Source: an optimization exercise on an open RTL-to-GDS flow (aim: small area). Production flows keep margins and buffers that such runs may drop. Function not checked in this run: the RTL went through the layout flow alone. Power is estimated from default activity; no workload was simulated.

===== flow/constraint.sdc =====
create_clock -name core_clock -period 8.0 [get_ports {clock_i}]
set_input_delay 1.6000 -clock core_clock [delete_from_list [all_inputs] [get_ports {clock_i}]]
set_output_delay 1.6000 -clock core_clock [all_outputs]
set_load 0.01 [all_outputs]

===== flow/run.sh =====
#!/bin/bash
# synth_recipe.tcl (not shown) runs the flow's synth.tcl, then flattens the netlist and writes it again
# the make line also repeats each setting of config.mk as NAME=value (left out here)
make -C /OpenROAD-flow-scripts/flow DESIGN_CONFIG=/design/flow/config.mk WORK_HOME=/design/flow/orfs CLKGATE_MAP_FILE= SYNTH_SCRIPT=/design/flow/synth_recipe.tcl finish

===== flow/design.v =====
package riscv_pkg;
    localparam XLEN = 64;
endpackage
package riscv_privileged_pkg;
    localparam MXLEN            = 64;
    localparam BOOT_ADDRESS     = 63'h100;
    typedef enum logic [1:0]
    {
        XLEN_32     = 2'd1,
        XLEN_64     = 2'd2,
        XLEN_128    = 2'd3
    } mxl_t;
    typedef enum logic [25:0]
    {
        A  = 26'h1,
        B  = 26'h2,
        C  = 26'h4,
        D  = 26'h8,
        E  = 26'h10,
        F  = 26'h20,
        G  = 26'h40,           
        H  = 26'h80,
        I  = 26'h100,          
        J  = 26'h200,          
        K  = 26'h400,          
        L  = 26'h800,          
        M  = 26'h1000,
        N  = 26'h2000,
        O  = 26'h4000,         
        P  = 26'h8000,
        Q  = 26'h10000,
        R  = 26'h20000,        
        S  = 26'h40000,
        T  = 26'h80000,        
        U  = 26'h100000,
        V  = 26'h200000,
        W  = 26'h400000,       
        X  = 26'h800000,
        Y  = 26'h1000000,      
        Z  = 26'h2000000       
    } extensions_t;
    typedef struct packed
    {
        logic           sd;
        logic [24:0]    wpri_4;
        logic           mbe;
        logic           sbe;
        logic [1:0]     sxl;
        logic [1:0]     uxl;
        logic [8:0]     wpri_3;
        logic           tsr;
        logic           tw;
        logic           tvm;
        logic           mxr;
        logic           sum;
        logic           mprv;
        logic [1:0]     xs;
        logic [1:0]     fs;
        logic [1:0]     mpp;
        logic [1:0]     vs;
        logic           spp;
        logic           mpie;
        logic           ube;
        logic           spie;
        logic           wpri_2;
        logic           mie;
        logic           wpri_1;
        logic           sie;
        logic           wpri_0;
    } mstatus_t;
    typedef struct packed
    {
        logic [1:0]     mxl;
        logic [35:0]    zero;
        logic [25:0]    extensions;
    } misa_t;
    typedef logic [63:0]        medeleg_t;
    typedef logic [MXLEN - 1:0] mideleg_t;
    typedef struct packed {
        logic [47:0]    non_standard;
        logic [1:0]     zero_7;
        logic           lcofie;
        logic           zero_6;
        logic           meie;
        logic           zero_5;
        logic           seie;
        logic           zero_4;
        logic           mtie;
        logic           zero_3;
        logic           stie;
        logic           zero_2;
        logic           msie;
        logic           zero_1;
        logic           ssie;
        logic           zero_0;
    } mie_t;
    typedef struct packed
    {
        logic [61:0]    base;
        logic [1:0]     mode;
    } mtvec_t;
    typedef enum logic [1:0]
    {
        DIRECT      = 2'd0,
        VECTORED    = 2'd1
    } mtvec_mode_t;
    typedef struct packed
    {
        logic hpm31;
        logic hpm30;
        logic hpm29;
        logic hpm28;
        logic hpm27;
        logic hpm26;
        logic hpm25;
        logic hpm24;
        logic hpm23;
        logic hpm22;
        logic hpm21;
        logic hpm20;
        logic hpm19;
        logic hpm18;
        logic hpm17;
        logic hpm16;
        logic hpm15;
        logic hpm14;
        logic hpm13;
        logic hpm12;
        logic hpm11;
        logic hpm10;
        logic hpm9;
        logic hpm8;
        logic hpm7;
        logic hpm6;
        logic hpm5;
        logic hpm4;
        logic hpm3;
        logic ir;
        logic tm;
        logic cy;
    } mcounteren_t;
    typedef struct packed {
        logic [25:0]    wpri_1;
        logic           mbe;
        logic           sbe;
        logic [3:0]     wpri_0;
    } mstatush_t;
    typedef logic [MXLEN - 1:0] medelegh_t;  
    typedef logic [MXLEN - 1:0] mscratch_t;
    typedef logic [MXLEN - 1:0] mepc_t;
    typedef struct packed {
        logic           interrupt;
        logic [62:0]    exception_code;
    } mcause_t;
    typedef logic [MXLEN - 1:0] mtval_t;
    typedef struct packed {
        logic [47:0]    non_standard;
        logic [1:0]     zero_7;
        logic           lcofip;
        logic           zero_6;
        logic           meip;
        logic           zero_5;
        logic           seip;
        logic           zero_4;
        logic           mtip;
        logic           zero_3;
        logic           stip;
        logic           zero_2;
        logic           msip;
        logic           zero_1;
        logic           ssip;
        logic           zero_0;
    } mip_t;
    typedef logic [MXLEN - 1:0] mtinst_t;
    typedef logic [MXLEN - 1:0] mtval2_t;
    typedef logic [MXLEN - 1:0] mcycle_t;
    typedef logic [MXLEN - 1:0] minstret_t;
    typedef logic [MXLEN - 1:0] mhpmcounter_t;
    typedef enum logic [MXLEN - 2:0]
    {
        SUPERVISOR_SOFTWARE_INTERRUPT   = 63'd1,
        MACHINE_SOFTWARE_INTERRUPT      = 63'd3,
        SUPERVISOR_TIMER_INTERRUPT      = 63'd5,
        MACHINE_TIMER_INTERRUPT         = 63'd7,
        SUPERVISOR_EXTERNAL_INTERRUPT   = 63'd9,
        MACHINE_EXTERNAL_INTERRUPT      = 63'd11,
        COUNTER_OVERFLOW_INTERRUPT      = 63'd13
    } asynchronous_exception_code_t;
    typedef enum logic [MXLEN - 2:0]
    {   
        INSTRUCTION_ADDRESS_MISALIGNED  = 63'd0,
        INSTRUCTION_ACCESS_FAULT        = 63'd1,
        ILLEGAL_INSTRUCTION             = 63'd2,
        BREAKPOINT                      = 63'd3,
        LOAD_ADDRESS_MISALIGNED         = 63'd4,
        LOAD_ACCESS_FAULT               = 63'd5,
        STORE_AMO_ADDRESS_MISALIGNED    = 63'd6,
        STORE_AMO_ACCESS_FAULT          = 63'd7,
        ENVIRONMENT_CALL_FROM_U_MODE    = 63'd8,
        ENVIRONMENT_CALL_FROM_S_MODE    = 63'd9,
        ENVIRONMENT_CALL_FROM_M_MODE    = 63'd11,
        INSTRUCTION_PAGE_FAULT          = 63'd12,
        LOAD_PAGE_FAULT                 = 63'd13,
        STORE_AMO_PAGE_FAULT            = 63'd15,
        SOFTWARE_CHECK                  = 63'd18,
        HARDWARE_ERROR                  = 63'd19
    } synchronous_exception_code_t;
    typedef logic [MXLEN - 1:0] exception_code_t;
    typedef struct packed
    {
        logic               interrupt;
        exception_code_t    exception_code;
    } csr_exception_cause_t;
    typedef enum logic [1:0]
    {
        USER        = 2'b00,
        SUPERVISOR  = 2'b01,
        RESERVED    = 2'b10,
        MACHINE     = 2'b11
    } privilege_level_t;
    typedef enum logic [1:0]
    {
        OFF     = 2'b00,
        INITIAL = 2'b01,
        CLEAN   = 2'b10,
        DIRTY   = 2'b11
    } extension_status_t;
    typedef enum logic [11:0]
    {
        CSR_MSTATUS         = 12'h300,
        CSR_MISA            = 12'h301,
        CSR_MEDELEG         = 12'h302,
        CSR_MIDELEG         = 12'h303,
        CSR_MIE             = 12'h304,
        CSR_MTVEC           = 12'h305,
        CSR_MCOUNTEREN      = 12'h306,
        CSR_MSCRATCH        = 12'h340,
        CSR_MEPC            = 12'h341,
        CSR_MCAUSE          = 12'h342,
        CSR_MTVAL           = 12'h343,
        CSR_MIP             = 12'h344,
        CSR_MTINST          = 12'h34A,
        CSR_MTVAL2          = 12'h34B,
        CSR_MCYCLE           = 12'hB00,
        CSR_MINSTRET         = 12'hB02,
        CSR_MHPMCOUNTER_3    = 12'hB03,
        CSR_MHPMCOUNTER_4    = 12'hB04,
        CSR_MHPMCOUNTER_5    = 12'hB05,
        CSR_MHPMCOUNTER_6    = 12'hB06,
        CSR_MHPMCOUNTER_7    = 12'hB07,
        CSR_MHPMCOUNTER_8    = 12'hB08,
        CSR_MHPMCOUNTER_9    = 12'hB09,
        CSR_MHPMCOUNTER_10   = 12'hB0A,
        CSR_MHPMCOUNTER_11   = 12'hB0B,
        CSR_MHPMCOUNTER_12   = 12'hB0C,
        CSR_MHPMCOUNTER_13   = 12'hB0D,
        CSR_MHPMCOUNTER_14   = 12'hB0E,
        CSR_MHPMCOUNTER_15   = 12'hB0F,
        CSR_MHPMCOUNTER_16   = 12'hB10,
        CSR_MHPMCOUNTER_17   = 12'hB11,
        CSR_MHPMCOUNTER_18   = 12'hB12,
        CSR_MHPMCOUNTER_19   = 12'hB13,
        CSR_MHPMCOUNTER_20   = 12'hB14,
        CSR_MHPMCOUNTER_21   = 12'hB15,
        CSR_MHPMCOUNTER_22   = 12'hB16,
        CSR_MHPMCOUNTER_23   = 12'hB17,
        CSR_MHPMCOUNTER_24   = 12'hB18,
        CSR_MHPMCOUNTER_25   = 12'hB19,
        CSR_MHPMCOUNTER_26   = 12'hB1A,
        CSR_MHPMCOUNTER_27   = 12'hB1B,
        CSR_MHPMCOUNTER_28   = 12'hB1C,
        CSR_MHPMCOUNTER_29   = 12'hB1D,
        CSR_MHPMCOUNTER_30   = 12'hB1E,
        CSR_MHPMCOUNTER_31   = 12'hB1F
    } csr_allocation_t;
    typedef enum logic [3:0]
    {
        WRITE_AND_READ  = 4'b0001,
        SET_AND_READ    = 4'b0010,
        CLEAR_AND_READ  = 4'b0011,
        READ_ONLY       = 4'b0101,
        WRITE_ONLY      = 4'b1000
    } csr_command_t;
    typedef struct packed
    {
        logic [1:0]         read_write_access;
        privilege_level_t   minimum_privilege_level;
        logic [7:0]         physical_address;
    } csr_address_t;
endpackage
module exception_handler
(
    input logic                             clock_i,
    input logic                             reset_ni,
    input logic [riscv_pkg::XLEN - 1:0]                pc_i,
    input riscv_privileged_pkg::csr_address_t                     csr_address_i,
    input riscv_privileged_pkg::csr_command_t                     csr_command_i,
    input logic [riscv_privileged_pkg::MXLEN - 1:0]               csr_write_data_i,
    input logic                             csr_exception_i,
    input riscv_privileged_pkg::csr_exception_cause_t             csr_exception_cause_i,
    input logic [riscv_pkg::XLEN - 1:0]                csr_exception_pc_i,
    input logic                             timer_interrupt_i,
    input logic                             instruction_retired_i,
    input logic                             mret_i,
    output logic [riscv_privileged_pkg::MXLEN - 1:0]              csr_read_data_o,
    output logic                            csr_read_data_valid_o,
    output logic [riscv_pkg::XLEN - 1:0]               trap_pc_o,
    output logic                            flush_pipeline_o
);
    riscv_privileged_pkg::mstatus_t       mstatus_r,          mstatus_w,          mstatus_reset_w;
    riscv_privileged_pkg::misa_t          misa_r,             misa_w,             misa_reset_w;
    riscv_privileged_pkg::mie_t           mie_r,              mie_w,              mie_reset_w;
    riscv_privileged_pkg::mtvec_t         mtvec_r,            mtvec_w,            mtvec_reset_w;
    riscv_privileged_pkg::mcounteren_t    mcounteren_r,       mcounteren_w,       mcounteren_reset_w;
    riscv_privileged_pkg::mscratch_t      mscratch_r,         mscratch_w,         mscratch_reset_w;
    riscv_privileged_pkg::mepc_t          mepc_r,             mepc_w,             mepc_reset_w;
    riscv_privileged_pkg::mcause_t        mcause_r,           mcause_w,           mcause_reset_w;
    riscv_privileged_pkg::mtval_t         mtval_r,            mtval_w,            mtval_reset_w;
    riscv_privileged_pkg::mip_t           mip_r,              mip_w,              mip_reset_w;
    riscv_privileged_pkg::mtinst_t        mtinst_r,           mtinst_w,           mtinst_reset_w;
    riscv_privileged_pkg::mtval2_t        mtval2_r,           mtval2_w,           mtval2_reset_w;
    riscv_privileged_pkg::privilege_level_t   privilege_level_r, privilege_level_w;
    logic               trap_taken_w;
    logic csr_address_exists_w;
    logic csr_privilege_violation_w;
    logic csr_read_enable_w;
    logic csr_write_enable_w;
    riscv_privileged_pkg::mstatus_t       mstatus_write_data;
    assign mstatus_write_data      = riscv_privileged_pkg::mstatus_t'(csr_write_data_i);
    riscv_privileged_pkg::mie_t           mie_write_data_w;
    assign mie_write_data_w        = riscv_privileged_pkg::mie_t'(csr_write_data_i);
    riscv_privileged_pkg::mtvec_t         mtvec_write_data_w;
    assign mtvec_write_data_w      = riscv_privileged_pkg::mtvec_t'(csr_write_data_i);
    riscv_privileged_pkg::mcounteren_t    mcounteren_write_data;
    assign mcounteren_write_data   = riscv_privileged_pkg::mcounteren_t'(csr_write_data_i[31:0]);
    riscv_privileged_pkg::mscratch_t      mscratch_write_data;
    assign mscratch_write_data     = riscv_privileged_pkg::mscratch_t'(csr_write_data_i);
    riscv_privileged_pkg::mepc_t          mepc_write_data;
    assign mepc_write_data         = riscv_privileged_pkg::mepc_t'(csr_exception_pc_i);
    riscv_privileged_pkg::mcause_t        mcause_write_data;
    assign mcause_write_data       = riscv_privileged_pkg::mcause_t'(csr_exception_cause_i);
    riscv_privileged_pkg::mtval_t         mtval_write_data;
    assign mtval_write_data        = riscv_privileged_pkg::mtval_t'(csr_write_data_i);
    riscv_privileged_pkg::mip_t           mip_write_data;
    assign mip_write_data          = riscv_privileged_pkg::mip_t'(csr_write_data_i);
    riscv_privileged_pkg::mtinst_t        mtinst_write_data;
    assign mtinst_write_data       = riscv_privileged_pkg::mtinst_t'(csr_write_data_i);
    riscv_privileged_pkg::mtval2_t        mtval2_write_data;
    assign mtval2_write_data       = riscv_privileged_pkg::mtval2_t'(csr_write_data_i);
    assign mstatus_reset_w          = '0;
    assign misa_reset_w             = misa_w;
    assign mie_reset_w              = '0;
    assign mtvec_reset_w.base       = {2'b0, riscv_privileged_pkg::BOOT_ADDRESS};
    assign mtvec_reset_w.mode       = riscv_privileged_pkg::DIRECT;
    assign mcounteren_reset_w       = '0;
    assign mscratch_reset_w         = '0;
    assign mepc_reset_w             = '0;
    assign mcause_reset_w           = '0;
    assign mtval_reset_w            = '0;
    assign mip_reset_w              = '0;
    assign mtinst_reset_w           = '0;
    assign mtval2_reset_w           = '0;
    assign privilege_level_w = riscv_privileged_pkg::MACHINE;
    always_comb
        case(csr_address_i)
            riscv_privileged_pkg::CSR_MSTATUS,
            riscv_privileged_pkg::CSR_MISA,
            riscv_privileged_pkg::CSR_MEDELEG,
            riscv_privileged_pkg::CSR_MIDELEG,
            riscv_privileged_pkg::CSR_MIE,
            riscv_privileged_pkg::CSR_MTVEC,
            riscv_privileged_pkg::CSR_MCOUNTEREN,
            riscv_privileged_pkg::CSR_MSCRATCH,
            riscv_privileged_pkg::CSR_MEPC,
            riscv_privileged_pkg::CSR_MCAUSE,
            riscv_privileged_pkg::CSR_MTVAL,
            riscv_privileged_pkg::CSR_MIP,
            riscv_privileged_pkg::CSR_MTINST,
            riscv_privileged_pkg::CSR_MTVAL2:             csr_address_exists_w = 1'b1;
            default:                csr_address_exists_w = 1'b0;
        endcase
    assign csr_privilege_violation_w    = (csr_address_i.minimum_privilege_level < privilege_level_r) ? 1'b1 : 1'b0;
    assign csr_read_enable_w            = (csr_command_i == riscv_privileged_pkg::READ_ONLY || csr_command_i == riscv_privileged_pkg::WRITE_AND_READ)    && csr_address_exists_w && !csr_privilege_violation_w ? 1'b1 : 1'b0;
    assign csr_write_enable_w           = (csr_command_i == riscv_privileged_pkg::WRITE_ONLY || csr_command_i == riscv_privileged_pkg::WRITE_AND_READ)   && csr_address_exists_w && !csr_privilege_violation_w ? 1'b1 : 1'b0;
    assign csr_read_data_valid_o        = csr_address_exists_w && !csr_privilege_violation_w ? 1'b1 : 1'b0;
    always_ff @ (posedge clock_i, negedge reset_ni)
        if (!reset_ni)
            privilege_level_r <= riscv_privileged_pkg::MACHINE;
        else
            privilege_level_r <= privilege_level_w;
    always_comb
        if (csr_read_enable_w)
            case(csr_address_i)
                riscv_privileged_pkg::CSR_MSTATUS:            csr_read_data_o = mstatus_r;
                riscv_privileged_pkg::CSR_MISA:               csr_read_data_o = misa_r;
                riscv_privileged_pkg::CSR_MIE:                csr_read_data_o = mie_r;
                riscv_privileged_pkg::CSR_MTVEC:              csr_read_data_o = mtvec_r;
                riscv_privileged_pkg::CSR_MCOUNTEREN:         csr_read_data_o = mcounteren_r;
                riscv_privileged_pkg::CSR_MSCRATCH:           csr_read_data_o = mscratch_r;
                riscv_privileged_pkg::CSR_MEPC:               csr_read_data_o = mepc_r;
                riscv_privileged_pkg::CSR_MCAUSE:             csr_read_data_o = mcause_r;
                riscv_privileged_pkg::CSR_MTVAL:              csr_read_data_o = mtval_r;
                riscv_privileged_pkg::CSR_MIP:                csr_read_data_o = mip_r;
                riscv_privileged_pkg::CSR_MTINST:             csr_read_data_o = mtinst_r;
                riscv_privileged_pkg::CSR_MTVAL2:             csr_read_data_o = mtval2_r;
                default:            csr_read_data_o = '0;
            endcase
        else
            csr_read_data_o = '0;
    always_ff @ (posedge clock_i, negedge reset_ni)
        if (!reset_ni)
            begin
                mstatus_r       <= mstatus_reset_w;
                misa_r          <= misa_reset_w;
                mie_r           <= mie_reset_w;
                mtvec_r         <= mtvec_reset_w;
                mcounteren_r    <= mcounteren_reset_w;
                mscratch_r      <= mscratch_reset_w;
                mepc_r          <= mepc_reset_w;
                mcause_r        <= mcause_reset_w;
                mtval_r         <= mtval_reset_w;
                mip_r           <= mip_reset_w;
                mtinst_r        <= mtinst_reset_w;
                mtval2_r        <= mtval2_reset_w;
            end
        else
            begin
                mstatus_r       <= mstatus_w;
                misa_r          <= misa_w;
                mie_r           <= mie_w;
                mtvec_r         <= mtvec_w;
                mcounteren_r    <= mcounteren_w;
                mscratch_r      <= mscratch_w;
                mepc_r          <= mepc_w;
                mcause_r        <= mcause_w;
                mtval_r         <= mtval_w;
                mip_r           <= mip_w;
                mtinst_r        <= mtinst_w;
                mtval2_r        <= mtval2_w;
            end
    always_comb
        begin   : mstatus_update
            mstatus_w.sd        = '0;
            mstatus_w.xs        = '0;
            mstatus_w.fs        = '0;
            mstatus_w.vs        = '0;
            mstatus_w.wpri_4    = '0;
            mstatus_w.wpri_3    = '0;
            mstatus_w.wpri_2    = '0;
            mstatus_w.wpri_1    = '0;
            mstatus_w.wpri_0    = '0;
            mstatus_w.mbe       = '0;
            mstatus_w.sbe       = '0;
            mstatus_w.ube       = '0;
            mstatus_w.uxl       = '0;
            mstatus_w.sxl       = '0;
            mstatus_w.tsr       = '0;
            mstatus_w.tw        = '0;
            mstatus_w.tvm       = '0;
            mstatus_w.mxr       = '0;
            mstatus_w.sum       = '0;
            mstatus_w.mprv      = '0;
            mstatus_w.spp       = '0;
            mstatus_w.spie      = '0;
            mstatus_w.sie       = '0;
            if (csr_write_enable_w && !csr_privilege_violation_w && csr_address_i == riscv_privileged_pkg::CSR_MSTATUS)
                mstatus_w.mie = mstatus_write_data.mie;
            else
                mstatus_w.mie = mstatus_r.mie;
            if (trap_taken_w)
                begin
                    mstatus_w.mpp   = privilege_level_r;
                    mstatus_w.mpie  = mstatus_r.mie;
                    mstatus_w.mie   = 1'b0;
                end
            else if (mret_i)
                begin
                    mstatus_w.mpp   = riscv_privileged_pkg::MACHINE;
                    mstatus_w.mpie  = 1'b0;
                    mstatus_w.mie   = mstatus_r.mpie;
                end
            else
                begin
                    mstatus_w.mpp   = mstatus_r.mpp;
                    mstatus_w.mpie  = mstatus_r.mpie;
                end
        end     : mstatus_update
    always_comb
        begin   : misa_update
            misa_w.mxl          = riscv_privileged_pkg::XLEN_64;
            misa_w.zero         = '0;
            misa_w.extensions   = riscv_privileged_pkg::I;
        end     : misa_update
    always_comb
        begin   : mie_update
            mie_w.non_standard  = '0;
            mie_w.lcofie        = '0;
            mie_w.seie          = '0;
            mie_w.stie          = '0;
            mie_w.ssie          = '0;
            mie_w.zero_7        = '0;
            mie_w.zero_6        = '0;
            mie_w.zero_5        = '0;
            mie_w.zero_4        = '0;
            mie_w.zero_3        = '0;
            mie_w.zero_2        = '0;
            mie_w.zero_1        = '0;
            mie_w.zero_0        = '0;
            if (csr_write_enable_w && csr_address_i == riscv_privileged_pkg::CSR_MIE)
                begin
                    mie_w.meie = mie_write_data_w.meie;
                    mie_w.mtie = mie_write_data_w.mtie;
                    mie_w.msie = mie_write_data_w.msie;
                end
            else
                begin
                    mie_w.meie = mie_r.meie;
                    mie_w.mtie = mie_r.mtie;
                    mie_w.msie = mie_r.msie;
                end
        end     : mie_update
    always_comb
        begin   : mtvec_update
            if (csr_write_enable_w && csr_address_i == riscv_privileged_pkg::CSR_MTVEC)
                begin
                    mtvec_w.base = mtvec_write_data_w.base;
                    mtvec_w.mode = mtvec_write_data_w.mode;
                end
            else
                begin
                    mtvec_w.base = mtvec_r.base;
                    mtvec_w.mode = mtvec_r.mode;
                end
        end     : mtvec_update
    always_comb
        begin   : mcounteren_update
            if (csr_write_enable_w && csr_address_i == riscv_privileged_pkg::CSR_MCOUNTEREN)
                mcounteren_w = mcounteren_write_data;
            else
                mcounteren_w = mcounteren_r;
        end     : mcounteren_update
    always_comb
        begin   : mscratch_update
            if (csr_write_enable_w && csr_address_i == riscv_privileged_pkg::CSR_MSCRATCH)
                mscratch_w = mscratch_write_data;
            else
                mscratch_w = mscratch_r;
        end     : mscratch_update
    always_comb
        begin   : mepc_update
            mepc_w = mepc_r;
            if (csr_exception_i && csr_write_enable_w && csr_address_i == riscv_privileged_pkg::CSR_MEPC)
                mepc_w = {mepc_write_data[63:1], 1'b0};
            else
                mepc_w = mepc_r;
            if (trap_taken_w)
                mepc_w = pc_i;
            else
                mepc_w = mepc_r;
        end     : mepc_update
    always_comb
        begin   : mcause_update
            if (timer_interrupt_i)
                begin
                    mcause_w.interrupt      = 1'b1;
                    mcause_w.exception_code = riscv_privileged_pkg::MACHINE_TIMER_INTERRUPT;
                end
            else
                mcause_w = mcause_r;
        end     : mcause_update
    always_comb
        begin   : mtval_update
            if (csr_exception_i && csr_write_enable_w)
                case (csr_exception_cause_i)
                    riscv_privileged_pkg::LOAD_ADDRESS_MISALIGNED,
                    riscv_privileged_pkg::LOAD_ACCESS_FAULT, 
                    riscv_privileged_pkg::STORE_AMO_ADDRESS_MISALIGNED,
                    riscv_privileged_pkg::STORE_AMO_ACCESS_FAULT,
                    riscv_privileged_pkg::LOAD_ACCESS_FAULT,
                    riscv_privileged_pkg::STORE_AMO_PAGE_FAULT,
                    riscv_privileged_pkg::INSTRUCTION_PAGE_FAULT,
                    riscv_privileged_pkg::INSTRUCTION_ADDRESS_MISALIGNED  : mtval_w = csr_write_data_i;
                    riscv_privileged_pkg::ILLEGAL_INSTRUCTION             : mtval_w = '0;
                    riscv_privileged_pkg::BREAKPOINT                      : mtval_w = csr_exception_pc_i;
                    default                         : mtval_w = '0; 
                endcase
            else
                mtval_w = mtval_r;
        end     : mtval_update
    always_comb
        begin   : mip_update
            mip_w.non_standard  = '0;
            mip_w.lcofip        = '0;
            mip_w.seip          = '0;
            mip_w.stip          = '0;
            mip_w.ssip          = '0;
            mip_w.zero_7        = '0;
            mip_w.zero_6        = '0;
            mip_w.zero_5        = '0;
            mip_w.zero_4        = '0;
            mip_w.zero_3        = '0;
            mip_w.zero_2        = '0;
            mip_w.zero_1        = '0;
            mip_w.zero_0        = '0;
            mip_w.meip          = '0;
            mip_w.mtip          = '0;
            mip_w.msip          = '0;
            if (timer_interrupt_i)
                mip_w.mtip = '1;
            if (csr_exception_i && csr_write_enable_w && csr_address_i == riscv_privileged_pkg::CSR_MIP)
                begin
                    mip_w.meip = mip_write_data.meip;
                    mip_w.mtip = mip_write_data.mtip;
                    mip_w.msip = mip_write_data.msip;
                end
            else
                mip_w = mip_r;
        end     : mip_update
    always_comb
        begin   : mtinst_update
            if (csr_exception_i && csr_write_enable_w && csr_address_i == riscv_privileged_pkg::CSR_MTINST)
                mtinst_w = mtinst_write_data;
            else
                mtinst_w = mtinst_r;
        end     : mtinst_update
    always_comb
        begin   : mtval2_update
            if (csr_exception_i && csr_write_enable_w && csr_address_i == riscv_privileged_pkg::CSR_MTVAL2)
                mtval2_w = mtval2_write_data;
            else
                mtval2_w = mtval2_r;
        end     : mtval2_update
    always_comb
        begin   : interrupt_handler
            trap_taken_w        = 1'b0;
            if (mstatus_r.mie)
                if (mip_r.mtip && mie_r.mtie)
                    trap_taken_w = 1'b1;
                else if (mret_i)
                    trap_taken_w = 1'b0;
                else
                    trap_taken_w = 1'b0;
        end     : interrupt_handler
    always_comb
        begin   : pipeline_update
            flush_pipeline_o = 1'b0;
            if (trap_taken_w && instruction_retired_i)
                flush_pipeline_o = 1'b1;
            else
                flush_pipeline_o = 1'b0;
        end     : pipeline_update
    always_comb
        if (trap_taken_w)
            case(mtvec_r.mode)
                riscv_privileged_pkg::DIRECT:     trap_pc_o = riscv_privileged_pkg::BOOT_ADDRESS;
                riscv_privileged_pkg::VECTORED:   trap_pc_o = {1'b0, riscv_privileged_pkg::BOOT_ADDRESS} + (64'd4 * {1'b0, mcause_w.exception_code});
                default:    trap_pc_o = riscv_privileged_pkg::BOOT_ADDRESS;
            endcase
        else
            trap_pc_o = pc_i + 'd4;
endmodule

===== flow/config.mk =====
export PLATFORM = sky130hd
export DESIGN_NAME = exception_handler
export DESIGN_NICKNAME = exception_handler
export VERILOG_FILES = /design/flow/design.v
export SDC_FILE = /design/flow/constraint.sdc
export NUM_CORES = 4
export LEC_CHECK = 0
export CAP_MARGIN = 20
export CORE_MARGIN = 2
export CORE_UTILIZATION = 40
export SLEW_MARGIN = 20

==> run notes <==
-- critical path, cell delays in order --
cell and delay [ns]:
clkdlybuf4s50_1 0.72, nand4_1 0.49, nor4b_2 0.67, nand2_1 0.29, or4_1 0.57, xor2_1 0.16
o22ai_1 0.33, clkdlybuf4s50_1 0.63
-- state kept, by name, summed over array words and instances, names as in the netlist --
register	cells
mstatus_r	3
mepc_r	64
mcounteren_r	32
mtvec_r	64
mscratch_r	64
mip_r	3
mie_r	3
mtval2_r	64
mcause_r	63
mtinst_r	64
mtval_r	64
-- metal layers --
metal  vias up  GRT usage  wire [µm]
met5         -          0         12
met1     10800      0.398      39500
met3       225     0.0459       7000
met2       989      0.477      44200
li1       9260          -          -
met4         2      0.121       3910
-- power by group through the flow --
stage,Combinational (mW),Clock (mW),Sequential (mW)
finish,0.433,2.63,2.47
global route,0.461,2.78,2.47
CTS,0.432,2.67,2.47
detailed placement,0.430,0,2.52
global placement,0.425,0,2.52
floorplan,0.0999,0,2.52
-- layout by cell type, fill, tap and decap left out, types with 51 or more instances in the layout --
cell | netlist | final
a22oi_1 | 175 | 175
nor2b_1 | 57 | 57
nand3_1 | 67 | 62
nor2_1 | 92 | 90
buf_4 | 0 | 51
mux2_2 | 289 | 289
o22ai_1 | 58 | 58
dfrtp_1 | 487 | 487
clkbuf_16 | 0 | 55
nand2_1 | 315 | 315
o21ai_1 | 61 | 61
clkdlybuf4s50_1 | 0 | 406
xnor2_1 | 71 | 71
a221oi_1 | 52 | 52
-- path summary, 6_finish.rpt --
path	slack, ns	startpoint	end
min	0.47	mcause_r[63]	mcause_r[63]
max in group asynchronous	5.40	reset_ni	mtval_r[38]
min reg2reg	0.47	mcause_r[63]	mcause_r[63]
max	0.93	pc_i[6]	trap_pc_o[36]
max reg2reg	5.57	mip_r[7]	mepc_r[50]
min in group asynchronous	1.02	reset_ni	mtval_r[17]
-- area by class of cell --
type	count	area (µm²)
Fill cell	5370	29000
Sequential cell	488	12200
Multi-Input combinational cell	1639	11600
Timing Repair Buffer	467	4630
Clock buffer	76	1570
Tap cell	782	978
Clock inverter	20	302
Inverter	21	78.8
Antenna cell	4	10.0
-- cells by family after synthesis --
kind of cell / after synthesis / synth area share
fa+ha+maj: 2 / 0.00102
mux: 297 / 0.137
buf+inv: 182 / 0.0302
simple gates: 722 / 0.145
flops: 488 / 0.500
compound gates: 503 / 0.146
xor+xnor: 115 / 0.0413
==> results_dict.tcl <==
set metrics [dict create \
    status "no timing/DRC/antenna violations" \
    yosysWarnings 1 \
    grt_max_degree 178 \
    hpwl_mm 63.8 \
    power-per-cell-area_nw_per_um2 176 \
    fin_ws_ns 0.934 \
    cts_setup_buffers 0 \
    worstMarginPinSlew_ns 1.17 \
    ys_ff_latch 488 \
    pwr-share-comb 0.078 \
    dp.cells 3396 \
    vias 21300 \
    slew_violations 0 \
    synthArstFlopShare 1.00 \
    seqPwrFrac 0.447 \
    start_util 0.404 \
    final_cells 3497 \
    io_pins 409 \
    min_path_type "reg2reg" \
    p_int_mw 4.25 \
    grt_pass1_wl_mm 141 \
    clock-sinks 488 \
    synth.avg_cell_area_um2 10.6 \
    antenna_found_initial 6 \
    drc 0 \
    tns_ns 0 \
    hold_depth 1 \
    dieArea_um2 63000 \
    cap_violations 0 \
    cts_tree "yes" \
    vias_per_cell 6.08 \
    place_area_um2 29500 \
    finish.utilization 0.520 \
    firstDrtPassIters 7 \
    core_um2 60400 \
    cts-buffers-inserted 54 \
    fin_area_um2 31400 \
    pre_cts_ws_ns 0.989 \
    gp_congestion 0.908 \
    sw_frac_of_total 0.231 \
    wl_mm 94.6 \
    drive_above_1_share 0.174 \
    ys.flop_type "dfrtp_1" \
    relSlewSlack 0.219 \
    cp-start-kind "input port" \
    synth_common_cells "487 x dfrtp_1, 315 x nand2_1, 289 x mux2_2" \
    ys_seq_area_frac 0.500 \
    cp-end-kind "output pin" \
    die_width_um 251 \
    min_period_ns 7.07 \
    hold_viol 0 \
    cp.required_ns 6.40 \
    holdBufCountCts 0 \
    switchingPower_mw 1.28 \
    crit_type "in2out" \
    synth_area_leader_cell "dfrtp_1" \
    grt_pass1_vias 21800 \
    ant_nets 0 \
    synth_nets 2590 \
    clk_pin_slew_worst_paths_ns 0.06 \
    fin_skew_ns 0.0125 \
    rsz0062_at_grt "no" \
    cts.path.max_buffers 3 \
    synth_cells 2309 \
    finalSetupViolCount 0 \
    fp-row-count 90 \
    wl_per_cell_um 27.1 \
    synth_edf_count 0 \
    total_power_mw 5.53 \
    grt_overflow 0 \
    htree_levels 2 \
    p_clk_frac 0.475 \
    holdWs_ns 0.467 \
    placement.io_buffers 408 \
    cts_resized 0 \
    die_h_um 251 \
    area_delta_synth_final_pct 28.5 \
    synth_top_area_share 0.499 \
    worstPathArrival_ns 5.47 \
    max_freq_ghz 0.142 \
    root_buffer "clkbuf_16" \
    clock_latency_ns 0.62 \
    drtIter0Drc 1939 \
    synth_cell_types 65 \
    grt_usage 0.296 \
    fin_crit_sh 0.883 \
    ir_worst_vdd_uv 180 \
    synth_most_common_cell "dfrtp_1" \
    cp_max_fo 5 \
    synth_area_um2 24400 \
    leakage_nw 12.9 \
    final_nets 2952 \
    yosys-top-cells-area "dfrtp_1 50%, mux2_2 13%, a22oi_1 5.4%, nand2_1 4.8%, xnor2_1 2.5%" \
    reg2reg_depth 4 \
]

-- port drivers added, routing unchanged --
No port has a modelled driver above. Below, the same layout with a new extraction and two added sets of constraints.
Step 1 sets driving cells, clkbuf_16 on the clock port and buf_2 on the other inputs (assumed; they add their load-dependent delay and slew).
Step 2 also shifts input and output timing later by t, the mid clock arrival at the registers, as if the neighbouring blocks saw the same clock.
a / b / c = ideal ports / drivers / drivers and shift; a / b = the first two.
t (ns): 0.669
setup WS [ns]: 0.934 / 0.904 / 0.904
slew at the worst register clock pin (ns): 0.06 / 0.06
After both steps setup and hold are still met in this run. The setup slack of this run moves by -0.030 ns with the drivers and by -0.030 ns with both steps.
